This design comes from an exercise in tuning for small area, a short achievable clock period and few clock cycles on the open sky130 flow, not from production work.
Function was not checked in any run shown here: the RTL went through the layout flow alone.
Power and IR drop assume default switching activity.

--- constraint.sdc ---
create_clock -name core_clock -period 7.5 [get_ports {clk}]
set_input_delay 1.5000 -clock core_clock [delete_from_list [all_inputs] [get_ports {clk}]]
set_output_delay 1.5000 -clock core_clock [all_outputs]
set_load 0.01 [all_outputs]
--- config.mk ---
export PLATFORM = sky130hd
export DESIGN_NAME = CORDIC
export DESIGN_NICKNAME = CORDIC
export VERILOG_FILES = /design/flow/design.v
export SDC_FILE = /design/flow/constraint.sdc
export NUM_CORES = 4
export LEC_CHECK = 0
export ABC_AREA = 1
export CAP_MARGIN = 20
export CORE_MARGIN = 2
export CORE_UTILIZATION = 40
export SETUP_SLACK_MARGIN = 4.3
export SLEW_MARGIN = 20
export SYNTH_HIERARCHICAL = 1
export SYNTH_MINIMUM_KEEP_SIZE = 0
--- run.sh ---
#!/bin/bash
# synth_recipe.tcl (not shown) runs the flow's synth.tcl, then flattens the netlist and writes it again
# the make line also repeats each setting of config.mk as NAME=value (left out here)
make -C /OpenROAD-flow-scripts/flow DESIGN_CONFIG=/design/flow/config.mk WORK_HOME=/design/flow/orfs CLKGATE_MAP_FILE= SYNTH_SCRIPT=/design/flow/synth_recipe.tcl finish
--- design.v ---
module CORDIC #(parameter integer W = 32)
(
    input wire clk,
    input wire start,
    input wire signed [31:0] x,
    input wire signed [31:0] y,
    output wire signed [W-1:0]phi,
    output wire done
);
reg [31:0] xr;
reg [31:0] yr;
reg [31:0] z;
reg [4:0] cnt;
reg dn;
reg [0:0] b27;   
reg [2:0] ff;
reg [1:0] c1;
reg [1:0] c0;
wire d = yr[31];
wire [31:0] xs, ys, xn, yn, zn;
cordic_addsub u_addx (.a(xr), .src(yr), .s({cnt[4:2], c1[0], c0[0]}), .inv(d), .ld(start), .din(x), .o(xn));
cordic_addsub u_addy (.a(yr), .src(xr), .s({cnt[4:2], ~c1[1], ~c0[1]}), .inv(~d), .ld(start), .din(y), .o(yn));
wire [31:0] za;
cordic_ztab u_tab (.i(cnt), .d(d), .dn(dn), .o(za));
cordic_add u_addz (.a(z), .b(za), .o(zn));
wire b26 = ~d;
wire [2:0] fnext;
assign fnext[0] = z[4] & (b26 ? (~z[5] & (&z[10:6])) : (&z[10:5]));
assign fnext[1] = z[4] & (b26 ? (~z[5] & (&z[17:6])) : (&z[17:5]));
assign fnext[2] = z[4] & (b26 ? (~z[5] & (&z[24:6])) : (&z[24:5]));
cordic_fin u_fin (.a(z), .b(b27), .f(ff), .o(phi));
assign done = dn;
always @(posedge clk) begin
    xr <= xn;
    yr <= yn;
    if (start)
        z <= 32'h906dfdfb;
    else
        z <= zn;
    if (start) begin
        cnt <= 5'd0;
        dn  <= 1'b0;
        c0[0] <= 1'b0;
        c0[1] <= 1'b1;
        c1[0] <= 1'b0;
        c1[1] <= 1'b1;
    end else if (!dn) begin
        cnt <= cnt + 5'd1;
        dn  <= (cnt == 5'd26);
        b27 <= {~yn[31]};
        c0[0] <= ~c0[0];
        c0[1] <= ~c0[1];
        c1[0] <= c1[0] ^ c0[0];
        c1[1] <= c1[1] ^ ~c0[1];
        if (cnt == 5'd26) ff <= fnext;
    end
end
endmodule
module cordic_shr (input wire [31:0] a, input wire [4:0] s, output wire [31:0] o);
wire [31:0] l0 = s[0] ? {{1{a[31]}}, a[31:1]} : a;
wire [31:0] l1 = s[1] ? {{2{l0[31]}}, l0[31:2]} : l0;
wire [31:0] l2 = s[2] ? {{4{l1[31]}}, l1[31:4]} : l1;
wire [31:0] l3 = s[3] ? {{8{l2[31]}}, l2[31:8]} : l2;
wire [31:0] l4 = s[4] ? {{16{l3[31]}}, l3[31:16]} : l3;
assign o = l4;
endmodule
module cordic_addsub (input wire [31:0] a, input wire [31:0] src, input wire [4:0] s, input wire inv, input wire ld, input wire [31:0] din, output wire [31:0] o);
wire [31:0] ax;
cordic_xor u_x (.a(a), .s(inv), .o(ax));
wire [31:0] p, g;
cordic_shpg u_pg (.a(a), .ax(ax), .src(src), .s(s), .cin(inv), .p(p), .g(g));
cordic_pfxl u_pfx (.p(p), .g(g), .cin(inv), .ld(ld), .din(din), .o(o));
endmodule
module cordic_pfxl (input wire [31:0] p, input wire [31:0] g, input wire cin, input wire ld, input wire [31:0] din, output wire [31:0] o);
wire [31:0] s;
wire G0_1 = g[1] | (p[1] & g[0]);
wire G0_3 = g[3] | (p[3] & g[2]);
wire P0_3 = p[3] & p[2];
wire G0_5 = g[5] | (p[5] & g[4]);
wire P0_5 = p[5] & p[4];
wire G0_7 = g[7] | (p[7] & g[6]);
wire P0_7 = p[7] & p[6];
wire G0_9 = g[9] | (p[9] & g[8]);
wire P0_9 = p[9] & p[8];
wire G0_11 = g[11] | (p[11] & g[10]);
wire P0_11 = p[11] & p[10];
wire G0_13 = g[13] | (p[13] & g[12]);
wire P0_13 = p[13] & p[12];
wire G0_15 = g[15] | (p[15] & g[14]);
wire P0_15 = p[15] & p[14];
wire G0_17 = g[17] | (p[17] & g[16]);
wire P0_17 = p[17] & p[16];
wire G0_19 = g[19] | (p[19] & g[18]);
wire P0_19 = p[19] & p[18];
wire G0_21 = g[21] | (p[21] & g[20]);
wire P0_21 = p[21] & p[20];
wire G0_23 = g[23] | (p[23] & g[22]);
wire P0_23 = p[23] & p[22];
wire G0_25 = g[25] | (p[25] & g[24]);
wire P0_25 = p[25] & p[24];
wire G0_27 = g[27] | (p[27] & g[26]);
wire P0_27 = p[27] & p[26];
wire G0_29 = g[29] | (p[29] & g[28]);
wire P0_29 = p[29] & p[28];
wire G0_31 = g[31] | (p[31] & g[30]);
wire P0_31 = p[31] & p[30];
wire G1_2 = g[2] | (p[2] & G0_1);
wire G1_3 = G0_3 | (P0_3 & G0_1);
wire G1_6 = g[6] | (p[6] & G0_5);
wire P1_6 = p[6] & P0_5;
wire G1_7 = G0_7 | (P0_7 & G0_5);
wire P1_7 = P0_7 & P0_5;
wire G1_10 = g[10] | (p[10] & G0_9);
wire P1_10 = p[10] & P0_9;
wire G1_11 = G0_11 | (P0_11 & G0_9);
wire P1_11 = P0_11 & P0_9;
wire G1_14 = g[14] | (p[14] & G0_13);
wire P1_14 = p[14] & P0_13;
wire G1_15 = G0_15 | (P0_15 & G0_13);
wire P1_15 = P0_15 & P0_13;
wire G1_18 = g[18] | (p[18] & G0_17);
wire P1_18 = p[18] & P0_17;
wire G1_19 = G0_19 | (P0_19 & G0_17);
wire P1_19 = P0_19 & P0_17;
wire G1_22 = g[22] | (p[22] & G0_21);
wire P1_22 = p[22] & P0_21;
wire G1_23 = G0_23 | (P0_23 & G0_21);
wire P1_23 = P0_23 & P0_21;
wire G1_26 = g[26] | (p[26] & G0_25);
wire P1_26 = p[26] & P0_25;
wire G1_27 = G0_27 | (P0_27 & G0_25);
wire P1_27 = P0_27 & P0_25;
wire G1_30 = g[30] | (p[30] & G0_29);
wire P1_30 = p[30] & P0_29;
wire G1_31 = G0_31 | (P0_31 & G0_29);
wire P1_31 = P0_31 & P0_29;
wire G2_4 = g[4] | (p[4] & G1_3);
wire G2_5 = G0_5 | (P0_5 & G1_3);
wire G2_6 = G1_6 | (P1_6 & G1_3);
wire G2_7 = G1_7 | (P1_7 & G1_3);
wire G2_12 = g[12] | (p[12] & G1_11);
wire P2_12 = p[12] & P1_11;
wire G2_13 = G0_13 | (P0_13 & G1_11);
wire P2_13 = P0_13 & P1_11;
wire G2_14 = G1_14 | (P1_14 & G1_11);
wire P2_14 = P1_14 & P1_11;
wire G2_15 = G1_15 | (P1_15 & G1_11);
wire P2_15 = P1_15 & P1_11;
wire G2_20 = g[20] | (p[20] & G1_19);
wire P2_20 = p[20] & P1_19;
wire G2_21 = G0_21 | (P0_21 & G1_19);
wire P2_21 = P0_21 & P1_19;
wire G2_22 = G1_22 | (P1_22 & G1_19);
wire P2_22 = P1_22 & P1_19;
wire G2_23 = G1_23 | (P1_23 & G1_19);
wire P2_23 = P1_23 & P1_19;
wire G2_28 = g[28] | (p[28] & G1_27);
wire P2_28 = p[28] & P1_27;
wire G2_29 = G0_29 | (P0_29 & G1_27);
wire P2_29 = P0_29 & P1_27;
wire G2_30 = G1_30 | (P1_30 & G1_27);
wire P2_30 = P1_30 & P1_27;
wire G2_31 = G1_31 | (P1_31 & G1_27);
wire P2_31 = P1_31 & P1_27;
wire G3_8 = g[8] | (p[8] & G2_7);
wire G3_9 = G0_9 | (P0_9 & G2_7);
wire G3_10 = G1_10 | (P1_10 & G2_7);
wire G3_11 = G1_11 | (P1_11 & G2_7);
wire G3_12 = G2_12 | (P2_12 & G2_7);
wire G3_13 = G2_13 | (P2_13 & G2_7);
wire G3_14 = G2_14 | (P2_14 & G2_7);
wire G3_15 = G2_15 | (P2_15 & G2_7);
wire G3_24 = g[24] | (p[24] & G2_23);
wire P3_24 = p[24] & P2_23;
wire G3_25 = G0_25 | (P0_25 & G2_23);
wire P3_25 = P0_25 & P2_23;
wire G3_26 = G1_26 | (P1_26 & G2_23);
wire P3_26 = P1_26 & P2_23;
wire G3_27 = G1_27 | (P1_27 & G2_23);
wire P3_27 = P1_27 & P2_23;
wire G3_28 = G2_28 | (P2_28 & G2_23);
wire P3_28 = P2_28 & P2_23;
wire G3_29 = G2_29 | (P2_29 & G2_23);
wire P3_29 = P2_29 & P2_23;
wire G3_30 = G2_30 | (P2_30 & G2_23);
wire P3_30 = P2_30 & P2_23;
wire G3_31 = G2_31 | (P2_31 & G2_23);
wire P3_31 = P2_31 & P2_23;
wire G4_16 = g[16] | (p[16] & G3_15);
wire G4_17 = G0_17 | (P0_17 & G3_15);
wire G4_18 = G1_18 | (P1_18 & G3_15);
wire G4_19 = G1_19 | (P1_19 & G3_15);
wire G4_20 = G2_20 | (P2_20 & G3_15);
wire G4_21 = G2_21 | (P2_21 & G3_15);
wire G4_22 = G2_22 | (P2_22 & G3_15);
wire G4_23 = G2_23 | (P2_23 & G3_15);
wire G4_24 = G3_24 | (P3_24 & G3_15);
wire G4_25 = G3_25 | (P3_25 & G3_15);
wire G4_26 = G3_26 | (P3_26 & G3_15);
wire G4_27 = G3_27 | (P3_27 & G3_15);
wire G4_28 = G3_28 | (P3_28 & G3_15);
wire G4_29 = G3_29 | (P3_29 & G3_15);
wire G4_30 = G3_30 | (P3_30 & G3_15);
wire G4_31 = G3_31 | (P3_31 & G3_15);
assign s = p ^ {G4_30, G4_29, G4_28, G4_27, G4_26, G4_25, G4_24, G4_23, G4_22, G4_21, G4_20, G4_19, G4_18, G4_17, G4_16, G3_15, G3_14, G3_13, G3_12, G3_11, G3_10, G3_9, G3_8, G2_7, G2_6, G2_5, G2_4, G1_3, G1_2, G0_1, g[0], cin};
assign o = ld ? din : s;
endmodule
module cordic_shpg (input wire [31:0] a, input wire [31:0] ax, input wire [31:0] src, input wire [4:0] s, input wire cin, output wire [31:0] p, output wire [31:0] g);
wire [31:0] l0 = s[0] ? {{1{src[31]}}, src[31:1]} : src;
wire [31:0] l1 = s[1] ? {{2{l0[31]}}, l0[31:2]} : l0;
wire [31:0] l2 = s[2] ? {{4{l1[31]}}, l1[31:4]} : l1;
wire [31:0] l3 = s[3] ? {{8{l2[31]}}, l2[31:8]} : l2;
wire [31:0] l4 = s[4] ? {{16{l3[31]}}, l3[31:16]} : l3;
assign p = ax ^ l4;
wire [31:0] g1 = a & ~p;
assign g = {g1[31:1], g1[0] | (p[0] & cin)};
endmodule
module cordic_xor (input wire [31:0] a, input wire s, output wire [31:0] o);
assign o = a ^ {32{s}};
endmodule
module cordic_pgx (input wire [31:0] a, input wire [31:0] ax, input wire [31:0] b, input wire cin, output wire [31:0] p, output wire [31:0] g);
assign p = ax ^ b;
wire [31:0] g1 = a & ~p;
assign g = {g1[31:1], g1[0] | (p[0] & cin)};
endmodule
module cordic_pfx (input wire [31:0] p, input wire [31:0] g, input wire cin, output wire [31:0] o);
wire G0_1 = g[1] | (p[1] & g[0]);
wire G0_3 = g[3] | (p[3] & g[2]);
wire P0_3 = p[3] & p[2];
wire G0_5 = g[5] | (p[5] & g[4]);
wire P0_5 = p[5] & p[4];
wire G0_7 = g[7] | (p[7] & g[6]);
wire P0_7 = p[7] & p[6];
wire G0_9 = g[9] | (p[9] & g[8]);
wire P0_9 = p[9] & p[8];
wire G0_11 = g[11] | (p[11] & g[10]);
wire P0_11 = p[11] & p[10];
wire G0_13 = g[13] | (p[13] & g[12]);
wire P0_13 = p[13] & p[12];
wire G0_15 = g[15] | (p[15] & g[14]);
wire P0_15 = p[15] & p[14];
wire G0_17 = g[17] | (p[17] & g[16]);
wire P0_17 = p[17] & p[16];
wire G0_19 = g[19] | (p[19] & g[18]);
wire P0_19 = p[19] & p[18];
wire G0_21 = g[21] | (p[21] & g[20]);
wire P0_21 = p[21] & p[20];
wire G0_23 = g[23] | (p[23] & g[22]);
wire P0_23 = p[23] & p[22];
wire G0_25 = g[25] | (p[25] & g[24]);
wire P0_25 = p[25] & p[24];
wire G0_27 = g[27] | (p[27] & g[26]);
wire P0_27 = p[27] & p[26];
wire G0_29 = g[29] | (p[29] & g[28]);
wire P0_29 = p[29] & p[28];
wire G0_31 = g[31] | (p[31] & g[30]);
wire P0_31 = p[31] & p[30];
wire G1_2 = g[2] | (p[2] & G0_1);
wire G1_3 = G0_3 | (P0_3 & G0_1);
wire G1_6 = g[6] | (p[6] & G0_5);
wire P1_6 = p[6] & P0_5;
wire G1_7 = G0_7 | (P0_7 & G0_5);
wire P1_7 = P0_7 & P0_5;
wire G1_10 = g[10] | (p[10] & G0_9);
wire P1_10 = p[10] & P0_9;
wire G1_11 = G0_11 | (P0_11 & G0_9);
wire P1_11 = P0_11 & P0_9;
wire G1_14 = g[14] | (p[14] & G0_13);
wire P1_14 = p[14] & P0_13;
wire G1_15 = G0_15 | (P0_15 & G0_13);
wire P1_15 = P0_15 & P0_13;
wire G1_18 = g[18] | (p[18] & G0_17);
wire P1_18 = p[18] & P0_17;
wire G1_19 = G0_19 | (P0_19 & G0_17);
wire P1_19 = P0_19 & P0_17;
wire G1_22 = g[22] | (p[22] & G0_21);
wire P1_22 = p[22] & P0_21;
wire G1_23 = G0_23 | (P0_23 & G0_21);
wire P1_23 = P0_23 & P0_21;
wire G1_26 = g[26] | (p[26] & G0_25);
wire P1_26 = p[26] & P0_25;
wire G1_27 = G0_27 | (P0_27 & G0_25);
wire P1_27 = P0_27 & P0_25;
wire G1_30 = g[30] | (p[30] & G0_29);
wire P1_30 = p[30] & P0_29;
wire G1_31 = G0_31 | (P0_31 & G0_29);
wire P1_31 = P0_31 & P0_29;
wire G2_4 = g[4] | (p[4] & G1_3);
wire G2_5 = G0_5 | (P0_5 & G1_3);
wire G2_6 = G1_6 | (P1_6 & G1_3);
wire G2_7 = G1_7 | (P1_7 & G1_3);
wire G2_12 = g[12] | (p[12] & G1_11);
wire P2_12 = p[12] & P1_11;
wire G2_13 = G0_13 | (P0_13 & G1_11);
wire P2_13 = P0_13 & P1_11;
wire G2_14 = G1_14 | (P1_14 & G1_11);
wire P2_14 = P1_14 & P1_11;
wire G2_15 = G1_15 | (P1_15 & G1_11);
wire P2_15 = P1_15 & P1_11;
wire G2_20 = g[20] | (p[20] & G1_19);
wire P2_20 = p[20] & P1_19;
wire G2_21 = G0_21 | (P0_21 & G1_19);
wire P2_21 = P0_21 & P1_19;
wire G2_22 = G1_22 | (P1_22 & G1_19);
wire P2_22 = P1_22 & P1_19;
wire G2_23 = G1_23 | (P1_23 & G1_19);
wire P2_23 = P1_23 & P1_19;
wire G2_28 = g[28] | (p[28] & G1_27);
wire P2_28 = p[28] & P1_27;
wire G2_29 = G0_29 | (P0_29 & G1_27);
wire P2_29 = P0_29 & P1_27;
wire G2_30 = G1_30 | (P1_30 & G1_27);
wire P2_30 = P1_30 & P1_27;
wire G2_31 = G1_31 | (P1_31 & G1_27);
wire P2_31 = P1_31 & P1_27;
wire G3_8 = g[8] | (p[8] & G2_7);
wire G3_9 = G0_9 | (P0_9 & G2_7);
wire G3_10 = G1_10 | (P1_10 & G2_7);
wire G3_11 = G1_11 | (P1_11 & G2_7);
wire G3_12 = G2_12 | (P2_12 & G2_7);
wire G3_13 = G2_13 | (P2_13 & G2_7);
wire G3_14 = G2_14 | (P2_14 & G2_7);
wire G3_15 = G2_15 | (P2_15 & G2_7);
wire G3_24 = g[24] | (p[24] & G2_23);
wire P3_24 = p[24] & P2_23;
wire G3_25 = G0_25 | (P0_25 & G2_23);
wire P3_25 = P0_25 & P2_23;
wire G3_26 = G1_26 | (P1_26 & G2_23);
wire P3_26 = P1_26 & P2_23;
wire G3_27 = G1_27 | (P1_27 & G2_23);
wire P3_27 = P1_27 & P2_23;
wire G3_28 = G2_28 | (P2_28 & G2_23);
wire P3_28 = P2_28 & P2_23;
wire G3_29 = G2_29 | (P2_29 & G2_23);
wire P3_29 = P2_29 & P2_23;
wire G3_30 = G2_30 | (P2_30 & G2_23);
wire P3_30 = P2_30 & P2_23;
wire G3_31 = G2_31 | (P2_31 & G2_23);
wire P3_31 = P2_31 & P2_23;
wire G4_16 = g[16] | (p[16] & G3_15);
wire G4_17 = G0_17 | (P0_17 & G3_15);
wire G4_18 = G1_18 | (P1_18 & G3_15);
wire G4_19 = G1_19 | (P1_19 & G3_15);
wire G4_20 = G2_20 | (P2_20 & G3_15);
wire G4_21 = G2_21 | (P2_21 & G3_15);
wire G4_22 = G2_22 | (P2_22 & G3_15);
wire G4_23 = G2_23 | (P2_23 & G3_15);
wire G4_24 = G3_24 | (P3_24 & G3_15);
wire G4_25 = G3_25 | (P3_25 & G3_15);
wire G4_26 = G3_26 | (P3_26 & G3_15);
wire G4_27 = G3_27 | (P3_27 & G3_15);
wire G4_28 = G3_28 | (P3_28 & G3_15);
wire G4_29 = G3_29 | (P3_29 & G3_15);
wire G4_30 = G3_30 | (P3_30 & G3_15);
wire G4_31 = G3_31 | (P3_31 & G3_15);
assign o = p ^ {G4_30, G4_29, G4_28, G4_27, G4_26, G4_25, G4_24, G4_23, G4_22, G4_21, G4_20, G4_19, G4_18, G4_17, G4_16, G3_15, G3_14, G3_13, G3_12, G3_11, G3_10, G3_9, G3_8, G2_7, G2_6, G2_5, G2_4, G1_3, G1_2, G0_1, g[0], cin};
endmodule
module cordic_add (input wire [31:0] a, input wire [31:0] b, output wire [31:0] o);
wire [31:0] p, g;
cordic_pgz u_pg (.a(a), .b(b), .p(p), .g(g));
cordic_pfx u_pfx (.p(p), .g(g), .cin(1'b0), .o(o));
endmodule
module cordic_pgz (input wire [31:0] a, input wire [31:0] b, output wire [31:0] p, output wire [31:0] g);
assign p = a ^ b;
assign g = a & b;
endmodule
module cordic_ztab (input wire [4:0] i, input wire d, input wire dn, output wire [31:0] o);
wire [31:0] t =
    ({32{i == 5'd0}} & 32'h6487ed52) |
    ({32{i == 5'd1}} & 32'h3b58ce0a) |
    ({32{i == 5'd2}} & 32'h1f5b75fa) |
    ({32{i == 5'd3}} & 32'h0feadd4e) |
    ({32{i == 5'd4}} & 32'h07fd56ee) |
    ({32{i == 5'd5}} & 32'h03ffaab8) |
    ({32{i == 5'd6}} & 32'h01fff556) |
    ({32{i == 5'd7}} & 32'h00fffeaa) |
    ({32{i == 5'd8}} & 32'h007fffd6) |
    ({32{i == 5'd9}} & 32'h003ffffa) |
    ({32{i == 5'd10}} & 32'h00200000) |
    ({32{i == 5'd11}} & 32'h00100000) |
    ({32{i == 5'd12}} & 32'h00080000) |
    ({32{i == 5'd13}} & 32'h00040000) |
    ({32{i == 5'd14}} & 32'h00020000) |
    ({32{i == 5'd15}} & 32'h00010000) |
    ({32{i == 5'd16}} & 32'h00008000) |
    ({32{i == 5'd17}} & 32'h00004000) |
    ({32{i == 5'd18}} & 32'h00002000) |
    ({32{i == 5'd19}} & 32'h00001000) |
    ({32{i == 5'd20}} & 32'h00000800) |
    ({32{i == 5'd21}} & 32'h00000400) |
    ({32{i == 5'd22}} & 32'h00000200) |
    ({32{i == 5'd23}} & 32'h00000100) |
    ({32{i == 5'd24}} & 32'h00000080) |
    ({32{i == 5'd25}} & 32'h00000040) |
    ({32{i == 5'd26}} & 32'h00000020);
assign o = d ? 32'h0 : t;
endmodule
module cordic_fin (input wire [31:0] a, input wire b, input wire [2:0] f, output wire [31:0] o);
assign o[3:0] = a[3:0];
wire c0 = b;
assign o[4] = a[4] ^ c0;
assign o[5] = a[5] ^ (c0 & (&a[4:4]));
assign o[6] = a[6] ^ (c0 & (&a[5:4]));
assign o[7] = a[7] ^ (c0 & (&a[6:4]));
assign o[8] = a[8] ^ (c0 & (&a[7:4]));
assign o[9] = a[9] ^ (c0 & (&a[8:4]));
assign o[10] = a[10] ^ (c0 & (&a[9:4]));
wire c1 = (b & f[0]);
assign o[11] = a[11] ^ c1;
assign o[12] = a[12] ^ (c1 & (&a[11:11]));
assign o[13] = a[13] ^ (c1 & (&a[12:11]));
assign o[14] = a[14] ^ (c1 & (&a[13:11]));
assign o[15] = a[15] ^ (c1 & (&a[14:11]));
assign o[16] = a[16] ^ (c1 & (&a[15:11]));
assign o[17] = a[17] ^ (c1 & (&a[16:11]));
wire c2 = (b & f[1]);
assign o[18] = a[18] ^ c2;
assign o[19] = a[19] ^ (c2 & (&a[18:18]));
assign o[20] = a[20] ^ (c2 & (&a[19:18]));
assign o[21] = a[21] ^ (c2 & (&a[20:18]));
assign o[22] = a[22] ^ (c2 & (&a[21:18]));
assign o[23] = a[23] ^ (c2 & (&a[22:18]));
assign o[24] = a[24] ^ (c2 & (&a[23:18]));
wire c3 = (b & f[2]);
assign o[25] = a[25] ^ c3;
assign o[26] = a[26] ^ (c3 & (&a[25:25]));
assign o[27] = a[27] ^ (c3 & (&a[26:25]));
assign o[28] = a[28] ^ (c3 & (&a[27:25]));
assign o[29] = a[29] ^ (c3 & (&a[28:25]));
assign o[30] = a[30] ^ (c3 & (&a[29:25]));
assign o[31] = a[31] ^ (c3 & (&a[30:25]));
endmodule
==> results.cfg, run 1 <==
[route]
firstDrtPassIters = 5
drc = 0
dr_total_vias = 17900
wl_um = 51300
avgViaCountPerCell = 5.07
wire_per_inst_um = 14.6
drtIter0Drc = 1162
ant_nets = 0

[critical_path]
worstSetupPathType = flop to primary output
cp_max_fo = 5
critPathSlowestCell = edfxtp_1
path_buf_inv = 4
critical-path-top-delay-family = buffers and inverters
crit_path_start_kind = flop
crit_arrival_ns = 1.69
crit_required_ns = 6.00
worstSetupStartpoint = b27$_DFFE_PP_
critical_path.cell_chain = buf_6 > buf_4 > nand2_4 > nor2_4 > buf_4 > nor2_1 > nor2_1 > clkbuf_2
max_stage_delay_ns = 0.35
rrSetupSlack_ns = 4.43
endpoint_kind = primary output
reg2reg_from = cnt[2]$_SDFFE_PP0N_

[sta]
finalHoldViolCount = 0
worst_slew_pin_slew_ns = 0.895
fin_crit_ns = 3.19
fmax_mhz = 313
setup_viol = 0
skew_ns = 0.0178
setup_tns_ns = 0
rsz0062_at_grt = true
drv_slew = 0
period_share_pct = 42.6
slew_headroom_pct = 40.2
fin_ws_ns = 4.31

[placement]
portBuffers = 98
post-place-ws_ns = 3.20
dp_hpwl_um = 37500
gp_congestion = 0.927
placed_cells = 3431

[layout]
final_cells = 3528
multi_input_area_mm2 = 0.0110
layout-area-overhead-vs-synth_pct = 17.8
regArea_mm2 = 0.00229
diodes = 0
drive_gt1_share_pct = 11.9
fillers = 4036
finish.utilization_pct = 47.5
nNetsFinal = 3131

[clock_tree]
cts_buffer_depth = 2
cts-buffers-inserted = 9
clk_pin_slew_worst_paths_ns = 0.09
cts.sinks = 110
hold_buffers = 0
root_buffer = clkbuf_16
clock_latency_ns = 0.41
htreeDepth = 3
tritoncts = done

[grt]
grt_pass1_wl_um = 80500
antenna_found_initial = 0
overflow = 0
grt_max_degree = 83
grt_usage_pct = 25.7
grt_pass1_vias = 16000

[worst_hold_path]
min-delay-start = c0[1]$_SDFFE_PP1N_
hold_class = flop to flop

[yosys]
syn_inst = 2920
yosys_warnings = 7
synth_area_mm2 = 0.0151
avgSynthCellArea_um2 = 5.16

[pwr]
vdd_drop_max_mv = 0.216
leakagePower_nw = 10.3
powerDensity_mw_per_mm2 = 457

[floorplanning]
chipWidth_um = 198
core-area_mm2 = 0.0374
die_h_um = 198
ios = 99
initial_core_util_pct = 40.3
rows = 71
dieArea_mm2 = 0.0393

[run_status]
outcome = complete, no violations

[flow_run]
drv_cap = 0
==> through the flow <==
step	instance area (µm²)	hold slack, ns	power [mW]
after floorplan	15100	0.457	5.94
after global placement	16100	0.469	7.10
after detailed placement	16100	0.483	7.21
after CTS	17000	0.507	7.80
after global routing	17800	0.567	9.12
final	17800	0.533	8.11
==> where the power goes <==
part	leakage [nW]	switching, mW	total [mW]	internal [mW]
Combinational	9.18	3.93	6.21	2.28
Sequential	0.931	0.507	1.37	0.866
Clock	0.148	0.286	0.524	0.238
==> worst register-to-register path, cell delays in order, from the launching register on <==
cell and delay [ns]:
dfxtp_4 0.41, buf_4 0.16, nor2_4 0.23, nand3_4 0.15, o21ai_1 0.15, nor2_1 0.11, a21oi_1 0.22, ha_1 0.31
nand2_1 0.08, nand2_1 0.08, nand2_1 0.06, nand2_1 0.08, a21oi_4 0.23, nand2_4 0.14, ha_1 0.30, or2_2 0.27
==> sequential cells by signal, summed over array words and instances, names as in the netlist <==
| signal | count |
|---|---|
| b27 | 1 |
| c0 | 2 |
| c1 | 2 |
| cnt | 5 |
| dn | 1 |
| ff | 3 |
| xr | 32 |
| yr | 32 |
| z | 32 |
==> metal layers <==
metal / GRT usage, % / share of wire [%]
met5: 0 / 0
met1: 30.9 / 42
met3: 3.00 / 5.2
met2: 45.7 / 48
met4: 11.4 / 4.1
==> path summary, 6_finish.rpt <==
kind	to	cells past startpoint
worst min register to register	c0[1]$_SDFFE_PP1N_	2
worst max register to register	z[16]$_SDFF_PP1_	15
worst min-delay path	c0[1]$_SDFFE_PP1N_	2
worst max-delay path	phi[13]	8
==> final cells by class <==
| cell class | instances | area share [%] |
|---|---|---|
| multi-input cells | 2299 | 62.2 |
| flip-flops and latches | 110 | 12.9 |
| repair buffers | 178 | 10.1 |
| inverters | 405 | 9.11 |
| well taps | 511 | 3.60 |
| clock buffers | 9 | 1.27 |
| clock inverters | 7 | 0.416 |
| repair inverters | 9 | 0.402 |
==> cells in the final DEF (no fill, tap or decap), types with 10 or more instances in the layout <==
cell type,count
dlygate4sd2_1,10
inv_1,379
clkbuf_16,13
nand3_2,25
nand2_1,1153
nand3_1,490
a21oi_2,11
nor2_4,12
a21oi_1,92
xor2_1,21
buf_12,15
dfxtp_1,89
o21ai_0,25
nor2_2,11
nand2_2,84
buf_4,52
clkdlybuf4s50_1,69
ha_1,52
nor3_1,12
nand4_1,10
nand2_4,15
nor2_1,199
clkinvlp_4,16
clkbuf_2,13
nand3b_1,21
or2_2,22
==> what timing repair did <==
| action | CTS | global route |
|---|---|---|
| pin swaps | 3 | 19 |
| endpoints found under the setup margin | 114 | 82 |
| hold endpoints to repair | 0 | 0 |
| cloned | 9 | 6 |
| resized for setup | 100 | 155 |
| setup buffers | 36 | 30 |
==> run 2, diff against run 1 <==
--- a/config.mk
+++ b/config.mk
@@ -9,7 +9,7 @@
 export CAP_MARGIN = 20
 export CORE_MARGIN = 2
 export CORE_UTILIZATION = 40
-export SETUP_SLACK_MARGIN = 4.3
+export SETUP_SLACK_MARGIN = 4.2
 export SLEW_MARGIN = 20
 export SYNTH_HIERARCHICAL = 1
 export SYNTH_MINIMUM_KEEP_SIZE = 0
==> results.cfg, run 2 <==
[clock_tree]
cts.sinks = 110
clock_latency_ns = 0.40
htreeDepth = 3
clk_pin_slew_worst_paths_ns = 0.09
cts_buffer_depth = 2
tritoncts = done
cts-buffers-inserted = 9
root_buffer = clkbuf_16

[grt]
grt_pass1_vias = 15900
overflow = 0
grt_pass1_wl_um = 79900
grt_max_degree = 83
grt_usage_pct = 25.5
antenna_found_initial = 0

[critical_path]
path_buf_inv = 1
worstSetupPathType = flop to primary output
crit_arrival_ns = 1.72
max_stage_delay_ns = 0.67
crit_cells = 1
critPathSlowestCell = dfxtp_1
reg2reg_depth = 21
cp_max_fo = 7
critical-path-top-delay-family = flip-flops
endpoint_kind = primary output
critical_path.cell_chain = clkdlybuf4s50_1
crit_path_start_kind = flop
crit_required_ns = 6.00

[placement]
place_area_mm2 = 0.0161
portBuffers = 98
dp_hpwl_um = 37500
gp_congestion = 0.927
placed_cells = 3431

[layout]
diodes = 0
layout-area-overhead-vs-synth_pct = 16.0
top_regs = xr: 32 flops, yr: 32 flops, z: 32 flops
layout_commonest_cell = nand2_1
nNetsFinal = 3127
postLayoutCellArea_mm2 = 0.0175
drive_gt1_share_pct = 9.92
final_cell_mix = nand2_1, nand3_1, inv_1, nor2_1, a21oi_1
final_cells = 3524

[route]
drtIter0Drc = 1242
ant_nets = 0
wl_um = 50600
wire_per_inst_um = 14.4
firstDrtPassIters = 6
drc = 0
avgViaCountPerCell = 5.08
dr_total_vias = 17900

[sta]
finalHoldViolCount = 0
skew_ns = 0.0165
fmax_mhz = 311
period_share_pct = 42.9
rsz0062_at_grt = true
setup_viol = 0
setup_tns_ns = 0
whs_ns = 0.490
drv_slew = 0
slew_headroom_pct = 39.4
worst_slew_pin_slew_ns = 0.907
fin_crit_ns = 3.22

[pwr]
power.switching_mw = 4.66
swShare_pct = 58.3
p_int_mw = 3.34
powerDensity_mw_per_mm2 = 458
vdd_drop_max_mv = 0.214
pwr-share-seq_pct = 17.2
clockPowerShare_pct = 6.5
leakagePower_nw = 10.2
combPwrFrac_pct = 76.3

[yosys]
yosys_warnings = 7
syn_inst = 2920
avgSynthCellArea_um2 = 5.16
synth_area_mm2 = 0.0151

[floorplanning]
rows = 71
core-area_mm2 = 0.0374
initial_core_util_pct = 40.3
die_h_um = 198
dieArea_mm2 = 0.0393
ios = 99
chipWidth_um = 198

[run_status]
outcome = complete, no violations

[worst_hold_path]
hold_class = flop to flop
hold_depth = 2

[flow_run]
drv_cap = 0
run 2: cell types whose count changed in the layout (fill, tap and decap cells not counted), moves of 5 or more:
cell / previous run / this run
nand2_2: 84 / 69
nand3_2: 25 / 15
dlygate4sd2_1: 10 / 22
buf_12: 15 / 10
nand3_1: 490 / 501
clkbuf_2: 13 / 2
nand2_1: 1153 / 1170
run 2: power groups by stage:
| stage | registers (mW) | logic (mW) | clock network (mW) |
|---|---|---|---|
| after floorplan | 1.12 | 4.82 | 0 |
| after global placement | 1.39 | 5.71 | 0 |
| after detailed placement | 1.38 | 5.83 | 0 |
| after CTS | 1.37 | 5.85 | 0.543 |
| after global routing | 1.41 | 7.05 | 0.562 |
| final | 1.38 | 6.10 | 0.523 |
run 2: layout make-up:
cell class / count / area, µm²
fill: 4062 / 19900
timing repair buffer: 175 / 1740
tap: 511 / 639
clock inverter: 7 / 73.8
clock buffer: 9 / 225
sequential: 110 / 2280
multi-input combinational: 2299 / 10900
timing repair inverter: 8 / 60.1
inverter: 405 / 1590
run 2: path summary, 6_finish.rpt:
kind	start	to	slack [ns]
max	dn$_SDFF_PP0_	done	4.28
min	c0[1]$_SDFFE_PP1N_	c0[1]$_SDFFE_PP1N_	0.49
max reg2reg	cnt[2]$_SDFFE_PP0N_	b27$_DFFE_PP_	4.36
min reg2reg	c0[1]$_SDFFE_PP1N_	c0[1]$_SDFFE_PP1N_	0.49
run 2: repair_timing:
item | in CTS | in global routing
resized for setup | 81 | 78
endpoints found under the setup margin | 105 | 67
cloned | 9 | 2
setup buffers | 15 | 51
hold buffers | 0 | 0
pin swaps | 3 | 7
run 2: layer usage:
layer  vias to the layer above  wire, µm  GRT usage (%)
met5                         -         0              0
li1                       9280         -              -
met1                      7976     21800           31.2
met3                       119      2290           2.37
met2                       517     24400           45.1
met4                         0      2130           11.4
run 2: metrics by stage:
step,utilization (%),total power [mW],setup slack [ns]
floorplan,-,5.94,4.52
global placement,43.1,7.10,3.15
detailed placement,43.1,7.21,3.20
CTS,44.8,7.77,4.04
global route,46.7,9.02,4.11
finish,46.7,8.01,4.28
run 2: worst reg2reg max path: stages, from the launching register on:
cell and delay (ns):
dfxtp_4 0.39, buf_12 0.14, buf_12 0.13, buf_4 0.14, clkinvlp_4 0.07, buf_6 0.15
nand3_1 0.12, nand3_1 0.16, nand3_1 0.12, a21o_1 0.17, nand2_1 0.14, nor2_1 0.07
a21oi_1 0.13, nand2_1 0.15, nand2_1 0.16, nand2_4 0.10, a21oi_2 0.17, nand2_1 0.07
nand2_1 0.05, nand3_1 0.07, nand2_2 0.16, inv_1 0.05
==> run 3, diff against run 2 <==
--- a/design.v
+++ b/design.v
@@ -14,12 +14,10 @@
 reg dn;
 reg [0:0] b27;   
 reg [2:0] ff;
-reg [1:0] c1;
-reg [1:0] c0;
 wire d = yr[31];
 wire [31:0] xs, ys, xn, yn, zn;
-cordic_addsub u_addx (.a(xr), .src(yr), .s({cnt[4:2], c1[0], c0[0]}), .inv(d), .ld(start), .din(x), .o(xn));
-cordic_addsub u_addy (.a(yr), .src(xr), .s({cnt[4:2], ~c1[1], ~c0[1]}), .inv(~d), .ld(start), .din(y), .o(yn));
+cordic_addsub u_addx (.a(xr), .src(yr), .s({cnt[4:1], cnt[0]}), .inv(d), .ld(start), .din(x), .o(xn));
+cordic_addsub u_addy (.a(yr), .src(xr), .s({cnt[4:1], cnt[0]}), .inv(~d), .ld(start), .din(y), .o(yn));
 wire [31:0] za;
 cordic_ztab u_tab (.i(cnt), .d(d), .dn(dn), .o(za));
 cordic_add u_addz (.a(z), .b(za), .o(zn));
@@ -40,18 +38,10 @@
     if (start) begin
         cnt <= 5'd0;
         dn  <= 1'b0;
-        c0[0] <= 1'b0;
-        c0[1] <= 1'b1;
-        c1[0] <= 1'b0;
-        c1[1] <= 1'b1;
     end else if (!dn) begin
         cnt <= cnt + 5'd1;
         dn  <= (cnt == 5'd26);
         b27 <= {~yn[31]};
-        c0[0] <= ~c0[0];
-        c0[1] <= ~c0[1];
-        c1[0] <= c1[0] ^ c0[0];
-        c1[1] <= c1[1] ^ ~c0[1];
         if (cnt == 5'd26) ff <= fnext;
     end
 end
==> results.cfg, run 3 <==
[run_status]
outcome = complete, no violations

[sta]
skew_ns = 0.0114
setup_viol = 0
slew_headroom_pct = 35.6
setup_tns_ns = 0
rsz0062_at_grt = true
finalHoldViolCount = 0
fin_crit_ns = 3.26
period_share_pct = 43.4
drv_slew = 0
whs_ns = 0.631
fmax_mhz = 307
worst_slew_pin_slew_ns = 0.966

[floorplanning]
dieArea_mm2 = 0.0389
die_h_um = 197
rows = 70
ios = 99
core-area_mm2 = 0.0367
chipWidth_um = 197
initial_core_util_pct = 40.7

[critical_path]
critPathSlowestCell = edfxtp_1
critical_path.cell_chain = buf_6 > buf_6 > nand2_4 > inv_2 > ha_1 > dlygate4sd2_1
worstSetupStartpoint = b27$_DFFE_PP_
crit_arrival_ns = 1.76
crit_path_start_kind = flop
reg2reg_from = cnt[3]$_SDFFE_PP0N_
cp_max_fo = 4
crit_required_ns = 6.00
path_buf_inv = 4
critical-path-top-delay-family = buffers and inverters
cp_common_cell = buf_6
worstSetupPathType = flop to primary output
max_stage_delay_ns = 0.38
endpoint_kind = primary output

[route]
wire_per_inst_um = 15.1
firstDrtPassIters = 6
avgViaCountPerCell = 5.15
wirelength_met1_um = 22500
drc = 0
wl_um = 52000
routed.top_layer = met4
ant_nets = 0
drtIter0Drc = 1496
met3WireLength_um = 2790
dr_total_vias = 17800
wl_met2_um = 24700

[pwr]
vdd_drop_max_mv = 0.205
swShare_pct = 58.1
p_int_mw = 3.39
powerDensity_mw_per_mm2 = 468
clockPowerShare_pct = 6.8
leakagePower_nw = 10.1
pwr-share-seq_pct = 16.3
combPwrFrac_pct = 76.9
power.switching_mw = 4.69

[layout]
layout-area-overhead-vs-synth_pct = 15.6
final_cells = 3451
nNetsFinal = 3097
top_regs = xr: 32 flops, yr: 32 flops, z: 32 flops
drive_gt1_share_pct = 8.85
layout_commonest_cell = nand2_1
final_cell_mix = nand2_1, nand3_1, inv_1, nor2_1, dfxtp_1
diodes = 0

[worst_hold_path]
hold_class = flop to flop
min-delay-start = dn$_SDFF_PP0_

[clock_tree]
tritoncts = done
htreeDepth = 3
hold_buffers = 0
cts.sinks = 106
clk_pin_slew_worst_paths_ns = 0.08
clock_latency_ns = 0.40
root_buffer = clkbuf_16
cts_buffer_depth = 2
cts-buffers-inserted = 9

[yosys]
syn_inst = 2902
synth_area_mm2 = 0.0149
yosys_warnings = 7
avgSynthCellArea_um2 = 5.15

[grt]
grt_pass1_vias = 16100
grt_pass1_wl_um = 81100
grt_usage_pct = 25.9
antenna_found_initial = 0
grt_max_degree = 71
overflow = 0

[placement]
dp_hpwl_um = 37700
placed_cells = 3369
portBuffers = 98
gp_congestion = 0.939

[flow_run]
drv_cap = 0
## run 3: cell type report
cell class | count | area, µm²
timing repair inverter | 9 | 62.6
clock buffer | 11 | 264
clock inverter | 5 | 57.6
sequential | 106 | 2190
timing repair buffer | 162 | 1670
multi-input combinational | 2289 | 10900
tap | 468 | 586
fill | 3995 | 19400
inverter | 401 | 1570
## run 3: per-stage QoR
step | instance area, µm² | total power, mW | utilization [%] | worst slack, ns
4_1_cts | 16500 | 7.86 | 45.0 | 4.05
2_1_floorplan | 14900 | 5.98 | - | 4.49
3_3_place_gp | 15900 | 7.14 | 43.3 | 3.42
5_1_grt | 17300 | 9.09 | 47.1 | 4.02
6_report | 17300 | 8.08 | 47.1 | 4.24
3_5_place_dp | 15900 | 7.27 | 43.3 | 3.44
## run 3: final timing paths
kind	end	slack [ns]	cells after the start
hold reg to reg	cnt[0]$_SDFFE_PP0N_	0.63	1
hold / removal	cnt[0]$_SDFFE_PP0N_	0.63	1
setup / recovery	phi[25]	4.24	6
setup reg to reg	xr[17]$_DFF_P_	4.28	21
## run 3: worst reg2reg max path, stage by stage, from the launching register on
cell        delay, ns
dfxtp_4          0.47
buf_4            0.18
clkinvlp_4       0.31
nand3_1          0.26
nand3_1          0.17
nand2_1          0.13
nand2_1          0.08
nand3_1          0.08
nand2_1          0.06
ha_1             0.17
inv_1            0.06
nand2_2          0.06
nand2_1          0.07
nand2_2          0.08
nand2_2          0.08
nand2_4          0.07
nand2_4          0.11
nand2_8          0.11
ha_1             0.20
nor2_1           0.10
xor2_1           0.15
o21ai_0          0.08
## run 3: what timing repair did
action | 4_1_cts | 5_1_grt
endpoints found under the hold margin | 0 | 0
cloned | 6 | 8
gates resized for setup | 72 | 91
setup buffers | 19 | 33
setup endpoints to repair | 116 | 77
pin swaps | 1 | 10
## run 3: power groups by stage
stage               sequential, mW  combinational (mW)  clock [mW]
finish                        1.32                6.22       0.548
global route                  1.35                7.15       0.585
CTS                           1.33                5.97       0.566
detailed placement            1.35                5.92           0
global placement              1.35                5.80           0
floorplan                     1.10                4.88           0
## run 3: layer usage
metal  vias up  track usage [%]
li1       9194                -
met1      7936             32.4
met2       543             45.2
met3       102             2.36
met4         0             11.3
met5         -                0
==> run 4, diff against run 3 <==
--- a/design.v
+++ b/design.v
@@ -14,10 +14,11 @@
 reg dn;
 reg [0:0] b27;   
 reg [2:0] ff;
+reg [1:0] c0;
 wire d = yr[31];
 wire [31:0] xs, ys, xn, yn, zn;
-cordic_addsub u_addx (.a(xr), .src(yr), .s({cnt[4:1], cnt[0]}), .inv(d), .ld(start), .din(x), .o(xn));
-cordic_addsub u_addy (.a(yr), .src(xr), .s({cnt[4:1], cnt[0]}), .inv(~d), .ld(start), .din(y), .o(yn));
+cordic_addsub u_addx (.a(xr), .src(yr), .s({cnt[4:2], cnt[1], c0[0]}), .inv(d), .ld(start), .din(x), .o(xn));
+cordic_addsub u_addy (.a(yr), .src(xr), .s({cnt[4:2], cnt[1], ~c0[1]}), .inv(~d), .ld(start), .din(y), .o(yn));
 wire [31:0] za;
 cordic_ztab u_tab (.i(cnt), .d(d), .dn(dn), .o(za));
 cordic_add u_addz (.a(z), .b(za), .o(zn));
@@ -38,10 +39,14 @@
     if (start) begin
         cnt <= 5'd0;
         dn  <= 1'b0;
+        c0[0] <= 1'b0;
+        c0[1] <= 1'b1;
     end else if (!dn) begin
         cnt <= cnt + 5'd1;
         dn  <= (cnt == 5'd26);
         b27 <= {~yn[31]};
+        c0[0] <= ~c0[0];
+        c0[1] <= ~c0[1];
         if (cnt == 5'd26) ff <= fnext;
     end
 end
@@ -192,8 +197,8 @@
 wire G4_29 = G3_29 | (P3_29 & G3_15);
 wire G4_30 = G3_30 | (P3_30 & G3_15);
 wire G4_31 = G3_31 | (P3_31 & G3_15);
-assign s = p ^ {G4_30, G4_29, G4_28, G4_27, G4_26, G4_25, G4_24, G4_23, G4_22, G4_21, G4_20, G4_19, G4_18, G4_17, G4_16, G3_15, G3_14, G3_13, G3_12, G3_11, G3_10, G3_9, G3_8, G2_7, G2_6, G2_5, G2_4, G1_3, G1_2, G0_1, g[0], cin};
-assign o = ld ? din : s;
+wire [31:0] cv = {G4_30, G4_29, G4_28, G4_27, G4_26, G4_25, G4_24, G4_23, G4_22, G4_21, G4_20, G4_19, G4_18, G4_17, G4_16, G3_15, G3_14, G3_13, G3_12, G3_11, G3_10, G3_9, G3_8, G2_7, G2_6, G2_5, G2_4, G1_3, G1_2, G0_1, g[0], cin};
+assign o = (ld ? din : p) ^ (cv & {32{~ld}});
 endmodule
 module cordic_shpg (input wire [31:0] a, input wire [31:0] ax, input wire [31:0] src, input wire [4:0] s, input wire cin, output wire [31:0] p, output wire [31:0] g);
 wire [31:0] l0 = s[0] ? {{1{src[31]}}, src[31:1]} : src;
==> results.cfg, run 4 <==
[clock_tree]
clock_latency_ns = 0.39
clk_pin_slew_worst_paths_ns = 0.08
hold_buffers = 0
cts.sinks = 108
htreeDepth = 3
root_buffer = clkbuf_16
cts_buffer_depth = 2
cts-buffers-inserted = 9
tritoncts = done

[grt]
grt_usage_pct = 25.7
overflow = 0
antenna_found_initial = 0
grt_pass1_wl_um = 80800
grt_max_degree = 69
grt_pass1_vias = 16000

[sta]
setup_viol = 0
fmax_mhz = 310
slew_headroom_pct = 36.1
drv_slew = 0
rsz0062_at_grt = true
skew_ns = 0.00926
fin_crit_ns = 3.23
finalHoldViolCount = 0
setup_tns_ns = 0
period_share_pct = 43.1
worst_slew_pin_slew_ns = 0.956

[critical_path]
critical-path-top-delay-family = buffers and inverters
crit_path_start_kind = flop
worstSetupPathType = flop to primary output
endpoint_kind = primary output
max_stage_delay_ns = 0.42
path_buf_inv = 3
critical_path.cell_chain = buf_12 > nand2_4 > inv_1 > ha_1 > xor2_1 > dlygate4sd2_1
crit_required_ns = 6.00
critPathSlowestCell = edfxtp_1
crit_arrival_ns = 1.73
cp_max_fo = 5

[placement]
place_area_mm2 = 0.0162
gp_congestion = 0.931
portBuffers = 98
dp_hpwl_um = 38100
placed_cells = 3486

[layout]
fillers = 4054
nNetsFinal = 3167
final_cell_mix = nand2_1, nand3_1, inv_1, nor2_1, dfxtp_1
final_cells = 3574
drive_gt1_share_pct = 9.11
layout_commonest_cell = nand2_1
top_regs = xr: 32 flops, yr: 32 flops, z: 32 flops
diodes = 0
postLayoutCellArea_mm2 = 0.0175
layout-area-overhead-vs-synth_pct = 15.8

[floorplanning]
die_h_um = 198
ios = 99
rows = 71
core-area_mm2 = 0.0375
dieArea_mm2 = 0.0394
chipWidth_um = 198
initial_core_util_pct = 40.3

[flow_run]
drv_cap = 0

[pwr]
power.switching_mw = 4.53
leakagePower_nw = 10.1
pwr-share-seq_pct = 17.2
total_power_mw = 7.82
combPwrFrac_pct = 76.4
p_int_mw = 3.29
powerDensity_mw_per_mm2 = 447
clockPowerShare_pct = 6.4
swShare_pct = 58.0
vdd_drop_max_mv = 0.196

[yosys]
synth_area_mm2 = 0.0151
yosys_warnings = 7
avgSynthCellArea_um2 = 5.07
syn_inst = 2984

[route]
drtIter0Drc = 1443
ant_nets = 0
dr_total_vias = 18100
drc = 0
wl_um = 51100
wire_per_inst_um = 14.3
avgViaCountPerCell = 5.06
firstDrtPassIters = 6

[worst_hold_path]
hold_class = flop to flop

[run_status]
outcome = complete, no violations
[run 4: final timing paths]
kind / cells past startpoint / to / from / slack [ns]
max: 6 / phi[12] / b27$_DFFE_PP_ / 4.27
min: 1 / c0[1]$_SDFFE_PP1N_ / c0[1]$_SDFFE_PP1N_ / 0.51
max reg2reg: 19 / z[22]$_SDFF_PP1_ / cnt[1]$_SDFFE_PP0N_ / 4.38
min reg2reg: 1 / c0[1]$_SDFFE_PP1N_ / c0[1]$_SDFFE_PP1N_ / 0.51
[run 4: layer usage]
layer	track usage, %	vias to the layer above	part of all wire (%)
met5	0	-	0
met4	8.35	0	2.7
met3	2.54	70	4.5
met2	45.9	489	49
met1	32.2	8081	44
li1	-	9435	-
[run 4: through the flow]
step / utilization (%) / hold slack, ns / setup WS, ns
floorplan: - / 0.434 / 4.54
global placement: 43.1 / 0.452 / 3.52
detailed placement: 43.1 / 0.459 / 3.51
CTS: 44.7 / 0.593 / 4.04
global route: 46.7 / 0.552 / 4.12
finish: 46.7 / 0.512 / 4.27
[run 4: power groups by stage]
| stage | clock network, mW | logic (mW) | registers (mW) |
|---|---|---|---|
| 2_1_floorplan | 0 | 4.61 | 1.11 |
| 3_3_place_gp | 0 | 5.49 | 1.37 |
| 3_5_place_dp | 0 | 5.61 | 1.37 |
| 4_1_cts | 0.520 | 5.67 | 1.34 |
| 5_1_grt | 0.542 | 6.89 | 1.37 |
| 6_report | 0.500 | 5.97 | 1.34 |
[run 4: final cells by class]
| type | count | area, µm² | area share [%] |
|---|---|---|---|
| timing repair inverter | 8 | 60.1 | 0.343 |
| inverter | 402 | 1580 | 9.03 |
| clock inverter | 5 | 42.5 | 0.243 |
| sequential | 108 | 2230 | 12.8 |
| multi-input combinational | 2357 | 11000 | 62.6 |
| tap | 511 | 639 | 3.65 |
| timing repair buffer | 172 | 1740 | 9.94 |
| clock buffer | 11 | 243 | 1.39 |
[run 4: what timing repair did]
item | 4_1_cts | 5_1_grt
setup endpoints to repair | 111 | 76
resized for setup | 67 | 87
cloned | 9 | 2
setup buffers | 11 | 50
pin swaps | 2 | 10
==> run 5, diff against run 4 <==
--- a/config.mk
+++ b/config.mk
@@ -9,7 +9,7 @@
 export CAP_MARGIN = 20
 export CORE_MARGIN = 2
 export CORE_UTILIZATION = 40
-export SETUP_SLACK_MARGIN = 4.2
+export SETUP_SLACK_MARGIN = 4.3
 export SLEW_MARGIN = 20
 export SYNTH_HIERARCHICAL = 1
 export SYNTH_MINIMUM_KEEP_SIZE = 0
==> results.cfg, run 5 <==
[run_status]
outcome = complete, no violations

[critical_path]
crit_path_start_kind = flop
crit_required_ns = 6.00
cp_max_fo = 5
endpoint_kind = primary output
crit_arrival_ns = 1.70
worstSetupPathType = flop to primary output

[sta]
period_share_pct = 42.7
finalHoldViolCount = 0
skew_ns = 0.00976
drv_slew = 0
rsz0062_at_grt = true
fin_ws_ns = 4.30
fmax_mhz = 312
fin_crit_ns = 3.20
setup_viol = 0
whs_ns = 0.477
worst_slew_pin_slew_ns = 0.937
slew_headroom_pct = 37.4
setup_tns_ns = 0

[worst_hold_path]
hold_class = flop to flop

[layout]
final_cell_mix = nand2_1, nand3_1, inv_1, nor2_1, dfxtp_1
drive_gt1_share_pct = 12.4
nNetsFinal = 3176
fillers = 4015
layout-area-overhead-vs-synth_pct = 19.2
top_regs = xr: 32 flops, yr: 32 flops, z: 32 flops
diodes = 0
postLayoutCellArea_mm2 = 0.0180
layout_commonest_cell = nand2_1

[clock_tree]
cts.sinks = 108
root_buffer = clkbuf_16
cts_buffer_depth = 2
clock_latency_ns = 0.39
tritoncts = done
cts-buffers-inserted = 9
clk_pin_slew_worst_paths_ns = 0.08
htreeDepth = 3

[yosys]
yosys_warnings = 7
synth_area_mm2 = 0.0151
syn_inst = 2984
avgSynthCellArea_um2 = 5.07

[route]
wire_per_inst_um = 14.5
drc = 0
wl_um = 52000
avgViaCountPerCell = 5.12
routed.top_layer = met4
drtIter0Drc = 1464
dr_total_vias = 18400
ant_nets = 0
wirelength_met1_um = 22500
firstDrtPassIters = 7
met3WireLength_um = 2540
wl_met2_um = 25400

[placement]
dp_hpwl_um = 38100
place_area_mm2 = 0.0162
post-place-ws_ns = 3.51
gp_congestion = 0.931
portBuffers = 98

[floorplanning]
dieArea_mm2 = 0.0394
rows = 71
ios = 99
initial_core_util_pct = 40.3
chipWidth_um = 198
core-area_mm2 = 0.0375
die_h_um = 198

[pwr]
total_power_mw = 8.09
leakagePower_nw = 10.3
vdd_drop_max_mv = 0.203
powerDensity_mw_per_mm2 = 449

[flow_run]
drv_cap = 0

[grt]
grt_usage_pct = 25.8
overflow = 0
grt_pass1_vias = 16100
grt_pass1_wl_um = 81200
grt_max_degree = 69
antenna_found_initial = 0
run 5: cell type report:
cell class                      count  area [µm²]  area share [%]
Sequential cell                   108        2240            12.4
Inverter                          402        1590            8.80
Multi-Input combinational cell   2358       11400            63.0
Timing Repair inverter              9        71.3           0.396
Tap cell                          511         639            3.55
Timing Repair Buffer              179        1850            10.2
Clock buffer                       11         243            1.35
Clock inverter                      5        42.5           0.236
run 5: final timing paths:
check	from	to	slack, ns	cells after the start
min reg2reg	c0[1]$_SDFFE_PP1N_	c0[1]$_SDFFE_PP1N_	0.48	1
max	b27$_DFFE_PP_	phi[18]	4.30	5
min	c0[1]$_SDFFE_PP1N_	c0[1]$_SDFFE_PP1N_	0.48	1
max reg2reg	cnt[1]$_SDFFE_PP0N_	z[22]$_SDFF_PP1_	4.45	17
run 5: worst max-delay path: stages, from the launching register on:
cell	delay, ns
edfxtp_1	0.42
buf_12	0.17
nand2_2	0.10
inv_2	0.06
ha_1	0.26
dlygate4sd2_1	0.28
run 5: per-stage QoR:
| step | std cells | util (%) |
|---|---|---|
| after global placement | 3486 | 43.1 |
| after detailed placement | 3486 | 43.1 |
| final | 3583 | 48.1 |
| after global routing | 3583 | 48.1 |
| after floorplan | 2985 | - |
| after CTS | 3532 | 45.0 |
run 5: repair_timing:
| item | CTS | global route |
|---|---|---|
| buffers inserted | 22 | 45 |
| cloned | 8 | 6 |
| setup endpoints to repair | 117 | 86 |
| pin swaps | 3 | 25 |
| hold buffers | 0 | 0 |
| resized for setup | 82 | 202 |
run 5: layer usage:
| layer | vias up | GRT usage (%) |
|---|---|---|
| li1 | 9455 | - |
| met1 | 8270 | 32.3 |
| met2 | 542 | 46.1 |
| met3 | 83 | 2.63 |
| met4 | 0 | 8.73 |
| met5 | - | 0 |
run 5: report_power, final:
group / internal, mW / leakage, nW / switching, mW
Sequential: 0.855 / 0.912 / 0.481
Combinational: 2.32 / 9.21 / 3.93
Clock: 0.239 / 0.137 / 0.261
Total: 3.42 / 10.3 / 4.68
==> run 6, diff against run 5 <==
--- a/design.v
+++ b/design.v
@@ -68,7 +68,7 @@
 endmodule
 module cordic_pfxl (input wire [31:0] p, input wire [31:0] g, input wire cin, input wire ld, input wire [31:0] din, output wire [31:0] o);
 wire [31:0] s;
-wire G0_1 = g[1] | (p[1] & g[0]);
+wire G0_1 = g[1] | ((p[1] | g[1]) & g[0]);
 wire G0_3 = g[3] | (p[3] & g[2]);
 wire P0_3 = p[3] & p[2];
 wire G0_5 = g[5] | (p[5] & g[4]);
@@ -99,7 +99,7 @@
 wire P0_29 = p[29] & p[28];
 wire G0_31 = g[31] | (p[31] & g[30]);
 wire P0_31 = p[31] & p[30];
-wire G1_2 = g[2] | (p[2] & G0_1);
+wire G1_2 = g[2] | ((p[2] | g[2]) & G0_1);
 wire G1_3 = G0_3 | (P0_3 & G0_1);
 wire G1_6 = g[6] | (p[6] & G0_5);
 wire P1_6 = p[6] & P0_5;
@@ -129,7 +129,7 @@
 wire P1_30 = p[30] & P0_29;
 wire G1_31 = G0_31 | (P0_31 & G0_29);
 wire P1_31 = P0_31 & P0_29;
-wire G2_4 = g[4] | (p[4] & G1_3);
+wire G2_4 = g[4] | ((p[4] | g[4]) & G1_3);
 wire G2_5 = G0_5 | (P0_5 & G1_3);
 wire G2_6 = G1_6 | (P1_6 & G1_3);
 wire G2_7 = G1_7 | (P1_7 & G1_3);
@@ -157,7 +157,7 @@
 wire P2_30 = P1_30 & P1_27;
 wire G2_31 = G1_31 | (P1_31 & G1_27);
 wire P2_31 = P1_31 & P1_27;
-wire G3_8 = g[8] | (p[8] & G2_7);
+wire G3_8 = g[8] | ((p[8] | g[8]) & G2_7);
 wire G3_9 = G0_9 | (P0_9 & G2_7);
 wire G3_10 = G1_10 | (P1_10 & G2_7);
 wire G3_11 = G1_11 | (P1_11 & G2_7);
@@ -181,7 +181,7 @@
 wire P3_30 = P2_30 & P2_23;
 wire G3_31 = G2_31 | (P2_31 & G2_23);
 wire P3_31 = P2_31 & P2_23;
-wire G4_16 = g[16] | (p[16] & G3_15);
+wire G4_16 = g[16] | ((p[16] | g[16]) & G3_15);
 wire G4_17 = G0_17 | (P0_17 & G3_15);
 wire G4_18 = G1_18 | (P1_18 & G3_15);
 wire G4_19 = G1_19 | (P1_19 & G3_15);
@@ -219,7 +219,7 @@
 assign g = {g1[31:1], g1[0] | (p[0] & cin)};
 endmodule
 module cordic_pfx (input wire [31:0] p, input wire [31:0] g, input wire cin, output wire [31:0] o);
-wire G0_1 = g[1] | (p[1] & g[0]);
+wire G0_1 = g[1] | ((p[1] | g[1]) & g[0]);
 wire G0_3 = g[3] | (p[3] & g[2]);
 wire P0_3 = p[3] & p[2];
 wire G0_5 = g[5] | (p[5] & g[4]);
@@ -250,7 +250,7 @@
 wire P0_29 = p[29] & p[28];
 wire G0_31 = g[31] | (p[31] & g[30]);
 wire P0_31 = p[31] & p[30];
-wire G1_2 = g[2] | (p[2] & G0_1);
+wire G1_2 = g[2] | ((p[2] | g[2]) & G0_1);
 wire G1_3 = G0_3 | (P0_3 & G0_1);
 wire G1_6 = g[6] | (p[6] & G0_5);
 wire P1_6 = p[6] & P0_5;
@@ -280,7 +280,7 @@
 wire P1_30 = p[30] & P0_29;
 wire G1_31 = G0_31 | (P0_31 & G0_29);
 wire P1_31 = P0_31 & P0_29;
-wire G2_4 = g[4] | (p[4] & G1_3);
+wire G2_4 = g[4] | ((p[4] | g[4]) & G1_3);
 wire G2_5 = G0_5 | (P0_5 & G1_3);
 wire G2_6 = G1_6 | (P1_6 & G1_3);
 wire G2_7 = G1_7 | (P1_7 & G1_3);
@@ -308,7 +308,7 @@
 wire P2_30 = P1_30 & P1_27;
 wire G2_31 = G1_31 | (P1_31 & G1_27);
 wire P2_31 = P1_31 & P1_27;
-wire G3_8 = g[8] | (p[8] & G2_7);
+wire G3_8 = g[8] | ((p[8] | g[8]) & G2_7);
 wire G3_9 = G0_9 | (P0_9 & G2_7);
 wire G3_10 = G1_10 | (P1_10 & G2_7);
 wire G3_11 = G1_11 | (P1_11 & G2_7);
@@ -332,7 +332,7 @@
 wire P3_30 = P2_30 & P2_23;
 wire G3_31 = G2_31 | (P2_31 & G2_23);
 wire P3_31 = P2_31 & P2_23;
-wire G4_16 = g[16] | (p[16] & G3_15);
+wire G4_16 = g[16] | ((p[16] | g[16]) & G3_15);
 wire G4_17 = G0_17 | (P0_17 & G3_15);
 wire G4_18 = G1_18 | (P1_18 & G3_15);
 wire G4_19 = G1_19 | (P1_19 & G3_15);
--- a/config.mk
+++ b/config.mk
@@ -9,7 +9,7 @@
 export CAP_MARGIN = 20
 export CORE_MARGIN = 2
 export CORE_UTILIZATION = 40
-export SETUP_SLACK_MARGIN = 4.3
+export SETUP_SLACK_MARGIN = 4.2
 export SLEW_MARGIN = 20
 export SYNTH_HIERARCHICAL = 1
 export SYNTH_MINIMUM_KEEP_SIZE = 0
==> results.cfg, run 6 <==
[run_status]
outcome = complete, no violations

[clock_tree]
cts_buffer_depth = 2
tritoncts = done
cts.sinks = 108
clock_latency_ns = 0.41
clk_pin_slew_worst_paths_ns = 0.09
htreeDepth = 3
root_buffer = clkbuf_16
cts-buffers-inserted = 9

[sta]
drv_slew = 0
worst_slew_pin_slew_ns = 0.810
whs_ns = 0.523
period_share_pct = 43.1
finalHoldViolCount = 0
setup_tns_ns = 0
skew_ns = 0.0142
fmax_mhz = 309
slew_headroom_pct = 45.6
setup_viol = 0
rsz0062_at_grt = true
fin_crit_ns = 3.24

[layout]
layout_commonest_cell = nand2_1
diodes = 0
fillers = 4116
drive_gt1_share_pct = 8.83
postLayoutCellArea_mm2 = 0.0176
nNetsFinal = 3157
regArea_mm2 = 0.00223
final_cell_mix = nand2_1, nand3_1, inv_1, nor2_1, a21oi_1
top_regs = xr: 32 flops, yr: 32 flops, z: 32 flops
multi_input_area_mm2 = 0.0110
layout-area-overhead-vs-synth_pct = 16.2

[critical_path]
crit_required_ns = 6.00
endpoint_kind = primary output
rrSetupSlack_ns = 4.33
critPathCapture = phi[16]
crit_arrival_ns = 1.74
worstSetupPathType = flop to primary output
crit_path_start_kind = flop
r2r_end = z[16]$_SDFF_PP1_
reg2reg_from = cnt[3]$_SDFFE_PP0N_
worstSetupStartpoint = b27$_DFFE_PP_
reg2reg_depth = 18
cp_max_fo = 5

[floorplanning]
die_h_um = 198
core-area_mm2 = 0.0374
rows = 71
initial_core_util_pct = 40.4
chipWidth_um = 198
ios = 99
dieArea_mm2 = 0.0394

[route]
firstDrtPassIters = 8
drtIter0Drc = 1466
ant_nets = 0
avgViaCountPerCell = 5.09
dr_total_vias = 18200
drc = 0
wire_per_inst_um = 14.9
wl_um = 53300

[placement]
dp_hpwl_um = 38400
portBuffers = 98
place_area_mm2 = 0.0161
gp_congestion = 0.947

[worst_hold_path]
hold_class = flop to flop
min-delay-start = c0[1]$_SDFFE_PP1N_

[pwr]
powerDensity_mw_per_mm2 = 452
leakagePower_nw = 10.1
vdd_drop_max_mv = 0.189

[grt]
antenna_found_initial = 0
overflow = 0
grt_max_degree = 65
grt_pass1_vias = 16100
grt_usage_pct = 26.2
grt_pass1_wl_um = 81800

[yosys]
syn_inst = 2982
avgSynthCellArea_um2 = 5.07
synth_area_mm2 = 0.0151
yosys_warnings = 7

[flow_run]
drv_cap = 0
run 6: routing by layer:
| layer | GRT usage (%) | vias up | share of wire (%) |
|---|---|---|---|
| li1 | - | 9422 | - |
| met1 | 32.4 | 8089 | 43 |
| met2 | 47.0 | 580 | 48 |
| met3 | 3.65 | 93 | 5.8 |
| met4 | 7.46 | 0 | 3.1 |
| met5 | 0 | - | 0 |
run 6: worst min-delay path by stage:
stage | to | slack [ns] | depth (start not counted)
floorplan | c0[1]$_SDFFE_PP1N_ | 0.43 | 1
global placement | c0[1]$_SDFFE_PP1N_ | 0.45 | 1
detailed placement | c0[1]$_SDFFE_PP1N_ | 0.47 | 1
CTS | c0[1]$_SDFFE_PP1N_ | 0.60 | 1
global route | c0[1]$_SDFFE_PP1N_ | 0.54 | 1
finish | c0[1]$_SDFFE_PP1N_ | 0.52 | 1
run 6: final cells by class:
class | count | area share [%]
multi-input combinational | 2366 | 62.5
sequential | 108 | 12.7
timing repair buffer | 169 | 10.4
inverter | 391 | 8.82
tap | 511 | 3.64
clock buffer | 11 | 1.38
timing repair inverter | 8 | 0.328
clock inverter | 5 | 0.235
run 6: report_power, final:
| group | leakage (nW) | internal (mW) | switching (mW) |
|---|---|---|---|
| combinational | 9.08 | 2.20 | 3.87 |
| sequential | 0.911 | 0.858 | 0.494 |
| clock | 0.141 | 0.240 | 0.280 |
| total | 10.1 | 3.30 | 4.64 |
run 6: repair_timing:
action | in CTS | in global routing
pin swaps | 2 | 8
endpoints found under the setup margin | 108 | 78
hold buffers | 0 | 0
buffers inserted | 15 | 36
cloned | 8 | 10
gates resized for setup | 76 | 76
run 6: worst max-delay path, cell delays in order (launching register included):
cell           delay [ns]
edfxtp_1             0.38
buf_12               0.16
nand2_4              0.08
nor2_4               0.13
buf_4                0.13
nand3_1              0.05
nand2_1              0.07
nand2_1              0.04
dlygate4sd2_1        0.27
run 6: through the flow:
stage	utilization [%]	total power, mW	setup slack, ns	std cells
final	46.9	7.94	4.26	3569
after global routing	46.9	8.92	4.10	3569
after CTS	44.9	7.65	4.10	3523
after detailed placement	43.2	7.09	3.31	3484
after global placement	43.2	6.96	3.33	3484
after floorplan	-	5.79	4.59	2983

what the ideal ports hide:
No port has a modelled driver above. Below, the same layouts with a new extraction and two added sets of constraints.
Step 1, drivers: a clkbuf_16 drives clk and a buf_2 each remaining input, both assumed.
Step 2 also shifts input and output timing later by t, the mid clock arrival at the registers, as if the neighbouring blocks saw the same clock.
Three values: ideal, step 1, step 2; two values: the first two.
run	t, ns	setup slack, ns	slew at the worst register clock pin (ns)	worst slew at a driven data input, ns
run 1	0.451	4.308 / 4.253 / 4.060	0.10 / 0.10	0.04
run 2	0.451	4.284 / 4.229 / 4.025	0.09 / 0.09	0.04
run 3	0.451	4.244 / 4.189 / 4.085	0.08 / 0.08	0.04
run 4	0.444	4.271 / 4.214 / 4.203	0.08 / 0.08	0.05
run 5	0.444	4.295 / 4.237 / 4.214	0.08 / 0.08	0.05
run 6	0.461	4.264 / 4.207 / 4.099	0.09 / 0.09	0.04
After both steps every run listed still meets setup and hold. For run 2, which loses most, drivers alone change the setup slack by -0.055 ns; drivers and shift together by -0.259 ns.
